Background: an optimization exercise with open tools, aiming at small area and a short achievable clock period. Do not read the settings as production practice.
Function was checked by simulation only, so behaviour that the tests miss may differ from the original.
Power figures rest on the tool's default switching activity, not on a simulated workload.

[design/flow/run.sh]
#!/bin/bash
# synth_recipe.tcl (not shown) runs the flow's synth.tcl, then flattens the netlist and writes it again
# the make line also repeats each setting of config.mk as NAME=value (left out here)
make -C /OpenROAD-flow-scripts/flow DESIGN_CONFIG=/design/flow/config.mk WORK_HOME=/design/flow/orfs CLKGATE_MAP_FILE= SYNTH_SCRIPT=/design/flow/synth_recipe.tcl finish
[design/flow/config.mk]
export PLATFORM = sky130hd
export DESIGN_NAME = booth_mul_top
export DESIGN_NICKNAME = booth_mul_top
export VERILOG_FILES = /design/flow/design.v
export SDC_FILE = /design/flow/constraint.sdc
export NUM_CORES = 4
export LEC_CHECK = 0
export CAP_MARGIN = 20
export CORE_MARGIN = 2
export CORE_UTILIZATION = 40
export SLEW_MARGIN = 20
[design/flow/constraint.sdc]
create_clock -name core_clock -period 12.2 [get_ports {clk}]
set_input_delay 2.4400 -clock core_clock [delete_from_list [all_inputs] [get_ports {clk}]]
set_output_delay 2.4400 -clock core_clock [all_outputs]
set_load 0.01 [all_outputs]
[design/flow/design.v]
module booth_mul_top(clk, A, B, m, ov);
	input clk;
	input [15:0] A, B;
	output reg [30:0] m;
	output reg ov;
	reg [15:0] a_q, b_q;
	wire [30:0] m_w;
	wire ov_w;
	BoothMUL mul(.A(a_q), .B(b_q), .m(m_w), .ov(ov_w));
	always @(posedge clk) begin
		a_q <= A;
		b_q <= B;
		m <= m_w;
		ov <= ov_w;
	end
endmodule

module Booth_Index_Enc(B, Index, Sign);
	input [2:0] B;
	output [2:0] Index;
	output Sign;
	reg [2:0]Index;
	reg Sign;
	always @ (B) begin
		case(B)
			3'b000: begin Index = 3'd3; Sign = 1'b0; end
			3'b010: begin Index = 3'd2; Sign = 1'b0; end
			3'b100: begin Index = 3'd5; Sign = 1'b1; end
			3'b110: begin Index = 3'd4; Sign = 1'b1; end
			3'b001: begin Index = 3'd2; Sign = 1'b0; end
			3'b011: begin Index = 3'd1; Sign = 1'b0; end
			3'b101: begin Index = 3'd4; Sign = 1'b1; end
			3'b111: begin Index = 3'd3; Sign = 1'b0; end
			default: begin Index = 3'bx; Sign = 1'bx; end
		endcase
	end
endmodule
module pp_Gen_MUX(A, Index, Dout);
	input [15:0] A;
	input [2:0] Index;
	output [16:0] Dout;
	reg [16:0] Dout;
	always @ (A or Index) begin
		casex(Index)
			3'd1: Dout = {A, 1'b0};
			3'd2: Dout = {A[15], A};
			3'd3: Dout = 17'b0;
			3'd4: Dout = ~{A[15], A};
			3'd5: Dout = ~{A, 1'b0};
			default: Dout = 17'bx;
		endcase
	end
endmodule 
module FA(a, b, c, cout, sum);
	input a, b, c;
	output cout, sum;
	assign {cout, sum} = a+b+c;
endmodule
module HA(a, b, cout, sum);
	input a, b;
	output cout, sum;
	assign {cout, sum} = a+b;
endmodule
module CSA1(X, Y, Z, Carry, Sum);  
	input [17:0] X, Y, Z;
	output [17:0] Carry, Sum;
	FA fulladd0(.a(X[0]), .b(Y[0]), .c(Z[0]), .cout(Carry[0]), .sum(Sum[0]));
	FA fulladd1(.a(X[1]), .b(Y[1]), .c(Z[1]), .cout(Carry[1]), .sum(Sum[1]));
	FA fulladd2(.a(X[2]), .b(Y[2]), .c(Z[2]), .cout(Carry[2]), .sum(Sum[2]));
	FA fulladd3(.a(X[3]), .b(Y[3]), .c(Z[3]), .cout(Carry[3]), .sum(Sum[3]));
	FA fulladd4(.a(X[4]), .b(Y[4]), .c(Z[4]), .cout(Carry[4]), .sum(Sum[4]));
	FA fulladd5(.a(X[5]), .b(Y[5]), .c(Z[5]), .cout(Carry[5]), .sum(Sum[5]));
	FA fulladd6(.a(X[6]), .b(Y[6]), .c(Z[6]), .cout(Carry[6]), .sum(Sum[6]));
	FA fulladd7(.a(X[7]), .b(Y[7]), .c(Z[7]), .cout(Carry[7]), .sum(Sum[7]));
	FA fulladd8(.a(X[8]), .b(Y[8]), .c(Z[8]), .cout(Carry[8]), .sum(Sum[8]));
	FA fulladd9(.a(X[9]), .b(Y[9]), .c(Z[9]), .cout(Carry[9]), .sum(Sum[9]));
	FA fulladd10(.a(X[10]), .b(Y[10]), .c(Z[10]), .cout(Carry[10]), .sum(Sum[10]));
	FA fulladd11(.a(X[11]), .b(Y[11]), .c(Z[11]), .cout(Carry[11]), .sum(Sum[11]));
	FA fulladd12(.a(X[12]), .b(Y[12]), .c(Z[12]), .cout(Carry[12]), .sum(Sum[12]));
	FA fulladd13(.a(X[13]), .b(Y[13]), .c(Z[13]), .cout(Carry[13]), .sum(Sum[13]));
	FA fulladd14(.a(X[14]), .b(Y[14]), .c(Z[14]), .cout(Carry[14]), .sum(Sum[14]));
	FA fulladd15(.a(X[15]), .b(Y[15]), .c(Z[15]), .cout(Carry[15]), .sum(Sum[15]));
	FA fulladd16(.a(X[16]), .b(Y[16]), .c(Z[16]), .cout(Carry[16]), .sum(Sum[16]));
	FA fulladd17(.a(X[17]), .b(Y[17]), .c(Z[17]), .cout(Carry[17]), .sum(Sum[17]));
endmodule
module CSA2(X, Y, Carry, Sum);  
	input [16:0] X, Y;
	output [16:0] Carry, Sum;
	HA halfadd0(.a(X[0]), .b(Y[0]), .cout(Carry[0]), .sum(Sum[0]));
	HA halfadd1(.a(X[1]), .b(Y[1]), .cout(Carry[1]), .sum(Sum[1]));
	HA halfadd2(.a(X[2]), .b(Y[2]), .cout(Carry[2]), .sum(Sum[2]));
	HA halfadd3(.a(X[3]), .b(Y[3]), .cout(Carry[3]), .sum(Sum[3]));
	HA halfadd4(.a(X[4]), .b(Y[4]), .cout(Carry[4]), .sum(Sum[4]));
	HA halfadd5(.a(X[5]), .b(Y[5]), .cout(Carry[5]), .sum(Sum[5]));
	HA halfadd6(.a(X[6]), .b(Y[6]), .cout(Carry[6]), .sum(Sum[6]));
	HA halfadd7(.a(X[7]), .b(Y[7]), .cout(Carry[7]), .sum(Sum[7]));
	HA halfadd8(.a(X[8]), .b(Y[8]), .cout(Carry[8]), .sum(Sum[8]));
	HA halfadd9(.a(X[9]), .b(Y[9]), .cout(Carry[9]), .sum(Sum[9]));
	HA halfadd10(.a(X[10]), .b(Y[10]), .cout(Carry[10]), .sum(Sum[10]));
	HA halfadd11(.a(X[11]), .b(Y[11]), .cout(Carry[11]), .sum(Sum[11]));
	HA halfadd12(.a(X[12]), .b(Y[12]), .cout(Carry[12]), .sum(Sum[12]));
	HA halfadd13(.a(X[13]), .b(Y[13]), .cout(Carry[13]), .sum(Sum[13]));
	HA halfadd14(.a(X[14]), .b(Y[14]), .cout(Carry[14]), .sum(Sum[14]));
	HA halfadd15(.a(X[15]), .b(Y[15]), .cout(Carry[15]), .sum(Sum[15]));
	HA halfadd16(.a(X[16]), .b(Y[16]), .cout(Carry[16]), .sum(Sum[16]));
endmodule
module CPA(X, Y, Cin, Cout, Sum, ov);
	input [31:0] X, Y;
	input Cin;
	output [30:0] Sum;  
	output Cout;
	output ov;
	wire[30:0] Carry;
	FA fulladd0(.a(X[0]), .b(Y[0]), .c(Cin), .cout(Carry[0]), .sum(Sum[0]));
	FA fulladd1(.a(X[1]), .b(Y[1]), .c(Carry[0]), .cout(Carry[1]), .sum(Sum[1]));
	FA fulladd2(.a(X[2]), .b(Y[2]), .c(Carry[1]), .cout(Carry[2]), .sum(Sum[2]));
	FA fulladd3(.a(X[3]), .b(Y[3]), .c(Carry[2]), .cout(Carry[3]), .sum(Sum[3]));
	FA fulladd4(.a(X[4]), .b(Y[4]), .c(Carry[3]), .cout(Carry[4]), .sum(Sum[4]));
	FA fulladd5(.a(X[5]), .b(Y[5]), .c(Carry[4]), .cout(Carry[5]), .sum(Sum[5]));
	FA fulladd6(.a(X[6]), .b(Y[6]), .c(Carry[5]), .cout(Carry[6]), .sum(Sum[6]));
	FA fulladd7(.a(X[7]), .b(Y[7]), .c(Carry[6]), .cout(Carry[7]), .sum(Sum[7]));
	FA fulladd8(.a(X[8]), .b(Y[8]), .c(Carry[7]), .cout(Carry[8]), .sum(Sum[8]));
	FA fulladd9(.a(X[9]), .b(Y[9]), .c(Carry[8]), .cout(Carry[9]), .sum(Sum[9]));
	FA fulladd10(.a(X[10]), .b(Y[10]), .c(Carry[9]), .cout(Carry[10]), .sum(Sum[10]));
	FA fulladd11(.a(X[11]), .b(Y[11]), .c(Carry[10]), .cout(Carry[11]), .sum(Sum[11]));
	FA fulladd12(.a(X[12]), .b(Y[12]), .c(Carry[11]), .cout(Carry[12]), .sum(Sum[12]));
	FA fulladd13(.a(X[13]), .b(Y[13]), .c(Carry[12]), .cout(Carry[13]), .sum(Sum[13]));
	FA fulladd14(.a(X[14]), .b(Y[14]), .c(Carry[13]), .cout(Carry[14]), .sum(Sum[14]));
	FA fulladd15(.a(X[15]), .b(Y[15]), .c(Carry[14]), .cout(Carry[15]), .sum(Sum[15]));
	FA fulladd16(.a(X[16]), .b(Y[16]), .c(Carry[15]), .cout(Carry[16]), .sum(Sum[16]));
	FA fulladd17(.a(X[17]), .b(Y[17]), .c(Carry[16]), .cout(Carry[17]), .sum(Sum[17]));
	FA fulladd18(.a(X[18]), .b(Y[18]), .c(Carry[17]), .cout(Carry[18]), .sum(Sum[18]));
	FA fulladd19(.a(X[19]), .b(Y[19]), .c(Carry[18]), .cout(Carry[19]), .sum(Sum[19]));
	FA fulladd20(.a(X[20]), .b(Y[20]), .c(Carry[19]), .cout(Carry[20]), .sum(Sum[20]));
	FA fulladd21(.a(X[21]), .b(Y[21]), .c(Carry[20]), .cout(Carry[21]), .sum(Sum[21]));
	FA fulladd22(.a(X[22]), .b(Y[22]), .c(Carry[21]), .cout(Carry[22]), .sum(Sum[22]));
	FA fulladd23(.a(X[23]), .b(Y[23]), .c(Carry[22]), .cout(Carry[23]), .sum(Sum[23]));
	FA fulladd24(.a(X[24]), .b(Y[24]), .c(Carry[23]), .cout(Carry[24]), .sum(Sum[24]));
	FA fulladd25(.a(X[25]), .b(Y[25]), .c(Carry[24]), .cout(Carry[25]), .sum(Sum[25]));
	FA fulladd26(.a(X[26]), .b(Y[26]), .c(Carry[25]), .cout(Carry[26]), .sum(Sum[26]));
	FA fulladd27(.a(X[27]), .b(Y[27]), .c(Carry[26]), .cout(Carry[27]), .sum(Sum[27]));
	FA fulladd28(.a(X[28]), .b(Y[28]), .c(Carry[27]), .cout(Carry[28]), .sum(Sum[28]));
	FA fulladd29(.a(X[29]), .b(Y[29]), .c(Carry[28]), .cout(Carry[29]), .sum(Sum[29]));
	FA fulladd30(.a(X[30]), .b(Y[30]), .c(Carry[29]), .cout(Carry[30]), .sum(Sum[30]));
	FA fulladd31(.a(X[31]), .b(Y[31]), .c(Carry[30]), .cout(Cout), .sum(ov));
endmodule
module BoothMUL(A, B, m, ov);  
	input [15:0] A, B;
	output [30:0] m;
	output ov;
	wire [7:0] Sb;
	wire [2:0] Index0, Index1, Index2, Index3, Index4, Index5, Index6, Index7;
	wire [16:0] pout0, pout1, pout2, pout3, pout4, pout5, pout6, pout7;
	wire [17:0] carry0, carry1, carry2, carry3, carry4, carry5, carry6, carry7;
	wire [17:0] sum0, sum1, sum2, sum3, sum4, sum5, sum6, sum7;
	wire cout;
	Booth_Index_Enc booth0(.B({B[1:0], 1'b0}), .Index(Index0), .Sign(Sb[0]));
	Booth_Index_Enc booth1(.B(B[3:1]), .Index(Index1), .Sign(Sb[1]));
	Booth_Index_Enc booth2(.B(B[5:3]), .Index(Index2), .Sign(Sb[2]));
	Booth_Index_Enc booth3(.B(B[7:5]), .Index(Index3), .Sign(Sb[3]));
	Booth_Index_Enc booth4(.B(B[9:7]), .Index(Index4), .Sign(Sb[4]));
	Booth_Index_Enc booth5(.B(B[11:9]), .Index(Index5), .Sign(Sb[5]));
	Booth_Index_Enc booth6(.B(B[13:11]), .Index(Index6), .Sign(Sb[6]));
	Booth_Index_Enc booth7(.B(B[15:13]), .Index(Index7), .Sign(Sb[7]));
	pp_Gen_MUX ppgen0(.A(A), .Index(Index0), .Dout(pout0));
	pp_Gen_MUX ppgen1(.A(A), .Index(Index1), .Dout(pout1));
	pp_Gen_MUX ppgen2(.A(A), .Index(Index2), .Dout(pout2));
	pp_Gen_MUX ppgen3(.A(A), .Index(Index3), .Dout(pout3));
	pp_Gen_MUX ppgen4(.A(A), .Index(Index4), .Dout(pout4));
	pp_Gen_MUX ppgen5(.A(A), .Index(Index5), .Dout(pout5));
	pp_Gen_MUX ppgen6(.A(A), .Index(Index6), .Dout(pout6));
	pp_Gen_MUX ppgen7(.A(A), .Index(Index7), .Dout(pout7));
	CSA1 csa0(
		.X({pout2[15:0], 2'b0}), 
		.Y({1'b1, ~pout1[16], pout1[15:0]}), 
		.Z({1'b0, ~pout0[16], pout0[16],pout0[16:2]}), 
		.Carry(carry0), 
		.Sum(sum0));
	CSA1 csa1(
		.X({pout3[15:0], 2'b0}), 
		.Y({1'b1, ~pout2[16], sum0[17:2]}), 
		.Z({1'b0, carry0[17:2], Sb[2]}), 
		.Carry(carry1), 
		.Sum(sum1));
	CSA1 csa2(
		.X({pout4[15:0], 2'b0}), 
		.Y({1'b1, ~pout3[16], sum1[17:2]}), 
		.Z({1'b0, carry1[17:2], Sb[3]}), 
		.Carry(carry2), 
		.Sum(sum2));
	CSA1 csa3(
		.X({pout5[15:0], 2'b0}), 
		.Y({1'b1, ~pout4[16], sum2[17:2]}), 
		.Z({1'b0, carry2[17:2], Sb[4]}), 
		.Carry(carry3), 
		.Sum(sum3));
	CSA1 csa4(
		.X({pout6[15:0], 2'b0}), 
		.Y({1'b1, ~pout5[16], sum3[17:2]}), 
		.Z({1'b0, carry3[17:2], Sb[5]}), 
		.Carry(carry4), 
		.Sum(sum4));
	CSA1 csa5(
		.X({pout7[15:0], 2'b0}), 
		.Y({1'b1, ~pout6[16], sum4[17:2]}), 
		.Z({1'b0, carry4[17:2], Sb[6]}), 
		.Carry(carry5), 
		.Sum(sum5));
	CSA2 csa6(
		.X({~pout7[16], sum5[17:2]}),
		.Y({carry5[17:2], Sb[7]}),
		.Carry(carry6),
		.Sum(sum6));
	CPA cpa0(
		.X({1'b0,sum6[16:0],sum5[1:0],sum4[1:0],sum3[1:0],sum2[1:0] ,sum1[1:0],sum0[1:0],pout0[1:0]}),
		.Y({carry6[16:0],carry5[1:0],carry4[1:0],carry3[1:0],carry2[1:0] ,carry1[1:0],carry0[1:0],Sb[1],1'b0,Sb[0]}),
		.Cin(1'b0),
		.Cout(cout),
		.Sum(m),
		.ov(ov));
endmodule 
==> run summary <==
-- through the flow --
step           total power, mW  worst slack, ns  std cells  setup TNS, ns  hold WS (ns)
6_report                 3.546           0.3083       1697              0        0.7196
5_1_grt                  4.106          0.01405       1697              0        0.7289
4_1_cts                  3.630          0.04498       1696              0        0.7151
3_5_place_dp             3.263          -0.2934       1680        -0.4421        0.7152
3_3_place_gp             3.282          -0.2068       1680        -0.3051        0.7257
2_1_floorplan            2.440          0.05157       1345              0        0.5082
-- placed cells by master, fill, tap and decap left out, types with 4 or more instances in the layout --
| cell | netlist | final |
|---|---|---|
| o211ai_1 | 32 | 32 |
| mux2i_1 | 17 | 17 |
| buf_4 | 17 | 94 |
| a221oi_1 | 92 | 92 |
| nor2b_1 | 27 | 27 |
| and3b_1 | 5 | 5 |
| clkbuf_16 | 0 | 9 |
| a22o_1 | 7 | 7 |
| a221o_1 | 10 | 10 |
| a21o_1 | 29 | 29 |
| o31ai_1 | 8 | 7 |
| or3_1 | 13 | 13 |
| nand2_1 | 67 | 67 |
| o21ai_0 | 126 | 124 |
| ha_1 | 45 | 45 |
| nor3b_1 | 17 | 16 |
| inv_1 | 170 | 169 |
| clkdlybuf4s50_1 | 0 | 64 |
| a31o_2 | 50 | 50 |
| a21oi_1 | 31 | 30 |
| nand2b_1 | 68 | 68 |
| o311a_1 | 4 | 4 |
| dfxtp_1 | 72 | 68 |
| fa_1 | 119 | 93 |
| nor2_1 | 65 | 65 |
| a31oi_1 | 55 | 55 |
| fa_2 | 0 | 26 |
| a22oi_1 | 9 | 9 |
-- worst max-delay path by stage --
stage / from / to / cells past startpoint
after global routing: a_q[1]$_DFF_P_ / m[30]$_DFF_P_ / 35
after detailed placement: mul.ppgen0.Index[2]$_DFF_P_ / m[30]$_DFF_P_ / 37
final: a_q[1]$_DFF_P_ / m[30]$_DFF_P_ / 35
after floorplan: a_q[1]$_DFF_P_ / m[30]$_DFF_P_ / 36
after CTS: a_q[1]$_DFF_P_ / m[30]$_DFF_P_ / 35
after global placement: mul.ppgen0.Index[0]$_DFF_P_ / m[30]$_DFF_P_ / 35
-- report_power, final --
group / internal [mW] / switching (mW) / leakage (nW)
combinational: 1.27 / 1.54 / 4.40
clock: 0.207 / 0.125 / 0.169
sequential: 0.372 / 0.0290 / 0.608
-- cells by family (layout without fill, tap and decap cells) --
group | count (synthesis) | after routing
flops | 72 | 72
simple gates | 280 | 280
buf+inv | 336 | 347
fa+ha+maj | 164 | 164
compound gates | 470 | 470
mux | 18 | 18
xor+xnor | 5 | 5
-- tightest hold or removal path, delay by kind of cell, from the launching register on --
kind	cells	cell delay, ns
flip-flops	1	0.37
buffers and inverters	1	0.17
adder cells (fa/ha/maj)	1	0.16
-- layout make-up --
cell class / count / area (µm²)
Fill cell: 2594 / 14510
Multi-Input combinational cell: 937 / 8046
Sequential cell: 72 / 1449
Timing Repair Buffer: 160 / 1373
Inverter: 171 / 641.9
Tap cell: 341 / 426.7
Clock buffer: 10 / 239.0
Clock inverter: 6 / 115.1
-- what timing repair did --
| action | CTS | global route |
|---|---|---|
| setup endpoints to repair | 2 | 3 |
| setup buffers | 0 | 1 |
| endpoints found under the hold margin | 0 | 0 |
| resized for setup | 6 | 5 |
| hold buffers | 0 | 0 |
| pin swaps | 17 | 13 |
-- routing by layer --
layer	GRT usage (%)	wire [µm]	part of all wire [%]
met1	31.28	14030	45
met5	0	0	0
met4	5.997	705	2.3
met2	36.21	14480	47
met3	3.203	1873	6.0
==> impl_metrics.py <==
metrics = {
    "yosys": {
        "synth_edf_count": 0,
        "synth_top_area_share_pct": 21.97,
        "ys_async_sr_fraction_pct": 0,
        "synth_mux_area_share_pct": 1.673,
        "synthTopCellsByArea": "fa_1 (22%), dfxtp_1 (13%), a221oi_1 (7.4%), inv_1 (5.9%), o21ai_0 (5.8%)",
        "yosysMostFrequentCell": "inv_1",
        "yosysTopAreaCell": "fa_1",
        "syn_nets": 1542,
        "yosysWarnings": 5,
        "synth_xor_area_share_pct": 0.4039,
        "postSynthAreaPerCell_um2": 8.062,
        "synth_fa_ha_area_share_pct": 27.16,
        "netlist_instances": 1345,
        "synth_common_cells": "inv_1 (170), o21ai_0 (126), fa_1 (119)",
        "yosys.cell_types.count": 53,
        "synth_flop_cell": "dfxtp_1",
        "synthSimpleGateAreaFrac_pct": 13.66,
        "ys_seq_area_share_pct": 13.29,
        "syn_area_um2": 10840,
        "yosys_register_bits": 72,
        "synth_top_family_by_area": "compound AO/OA/AOI/OAI gates",
        "synth_compound_area_share_pct": 30.50,
    },
    "clocking": {
        "clkSinkCount": 72,
        "clkTransAtPathRegs_ns": 0.07,
        "cts-root-buf": "clkbuf_16",
        "insertion_delay_ns": 0.36,
        "clock_path_buffers": 2,
        "cts_tree": "built",
        "cts_buffers": 9,
        "htree_levels": 3,
    },
    "run_status": {
        "status": "no timing/DRC/antenna violations",
    },
    "placement": {
        "port_buffers": 64,
        "hpwlAfterDp_um": 22880,
        "place_area_um2": 11900,
        "gp_congestion": 0.8389,
    },
    "global_routing": {
        "grt-ovfl-total": 0,
        "grt_pass1_wl_um": 50850,
        "grt_max_degree": 49,
        "grtUsageTotal_pct": 22.34,
        "antenna_found_initial": 0,
        "grt_pass1_vias": 9270,
    },
    "route": {
        "wl_um": 31090,
        "vias": 9866,
        "drt-initial-drc-count": 827,
        "ant_nets": 0,
        "route.detailed.drc": 0,
        "wire_per_inst_um": 18.32,
        "drt_pass1_iterations": 6,
        "vias_per_cell": 5.814,
    },
    "worst_hold_path": {
        "holdCritStartpoint": "mul.ppgen1.Index[2]$_SDFF_PN0_",
        "min_to": "m[2]$_DFF_P_",
        "hold_path_class": "reg -> reg",
        "hold_depth": 2,
    },
    "timing": {
        "slew_viol_final": 0,
        "tightestPinTransition_ns": 0.9472,
        "rsz0062_at_grt": "no",
        "period_minus_slack_ns": 11.89,
        "fin_crit_sh_pct": 97.47,
        "maxSlewHeadroom_pct": 36.77,
        "hold_viol_final": 0,
        "setup_violations": 0,
        "max_freq_mhz": 84.09,
        "finalClockSkew_ns": 0.01725,
    },
    "cells_and_area": {
        "design_area_um2": 12290,
        "largest_register_ffs": 31,
        "area_growth_pct": 13.35,
        "drive_above_1_share_pct": 15.27,
        "top_register": "m",
        "top_regs": "m: 31 flops, a_q: 16 flops",
        "final_util_pct": 45.86,
        "nets": 1548,
        "diodes": 0,
    },
    "critical_path": {
        "required_ns": 12.43,
        "endpoint_kind": "flip-flop",
        "r2r_start": "a_q[1]$_DFF_P_",
        "cp.arrival_ns": 12.12,
        "path_buf_inv": 3,
        "worstSetupStartpointType": "flip-flop",
        "path_class": "reg -> reg",
        "slowest_stage": "fa_1",
        "critPathMaxFanout": 6,
        "cpLargestDelayFamily": "adder cells",
        "rr_endpoint": "m[30]$_DFF_P_",
        "cpMostUsedCell": "fa_2",
        "reg2regPathDepth": 35,
        "slowest_delay_ns": 0.42,
        "reg2reg_slack_ns": 0.31,
    },
    "power": {
        "power_density_nw_per_um2": 288.5,
        "leakagePower_nw": 5.182,
        "vdd_drop_max_uv": 348.0,
    },
    "floorplanning": {
        "fp-row-count": 60,
        "chipWidth_um": 168.6,
        "start_util_pct": 40.46,
        "chipHeight_um": 168.6,
        "die_area_um2": 28440,
        "core_area_um2": 26800,
        "ios": 65,
    },
    "job": {
        "maxCapViolCount": 0,
    },
}

-- separate check: timing with driven ports --
The flow's constraints put no driver on any port. The routed layout listed below was extracted and timed again, unchanged, in two steps. Step 1 (the two cells are an assumption about what drives the block):
set clk [get_ports {clk}]
set_driving_cell -lib_cell sky130_fd_sc_hd__clkbuf_16 $clk
set_driving_cell -lib_cell sky130_fd_sc_hd__buf_2 [delete_from_list [all_inputs] $clk]
Step 2, shift: input delay + t, output delay - t, t = (earliest + latest rising clock arrival at the registers) / 2. This alone moves slack from input paths to output paths. Slacks: ideal ports / drivers / drivers and shift; pairs: ideal ports / drivers.
t (ns): 0.399
setup WS [ns]: 0.308 / 0.308 / 0.308
worst register clock-pin slew, ns: 0.07 / 0.07
worst slew at a driven data input, ns: 0.06
After both steps this run still meets setup and hold. For this run, drivers alone change the setup slack by 0.000 ns; drivers and shift together by 0.000 ns.
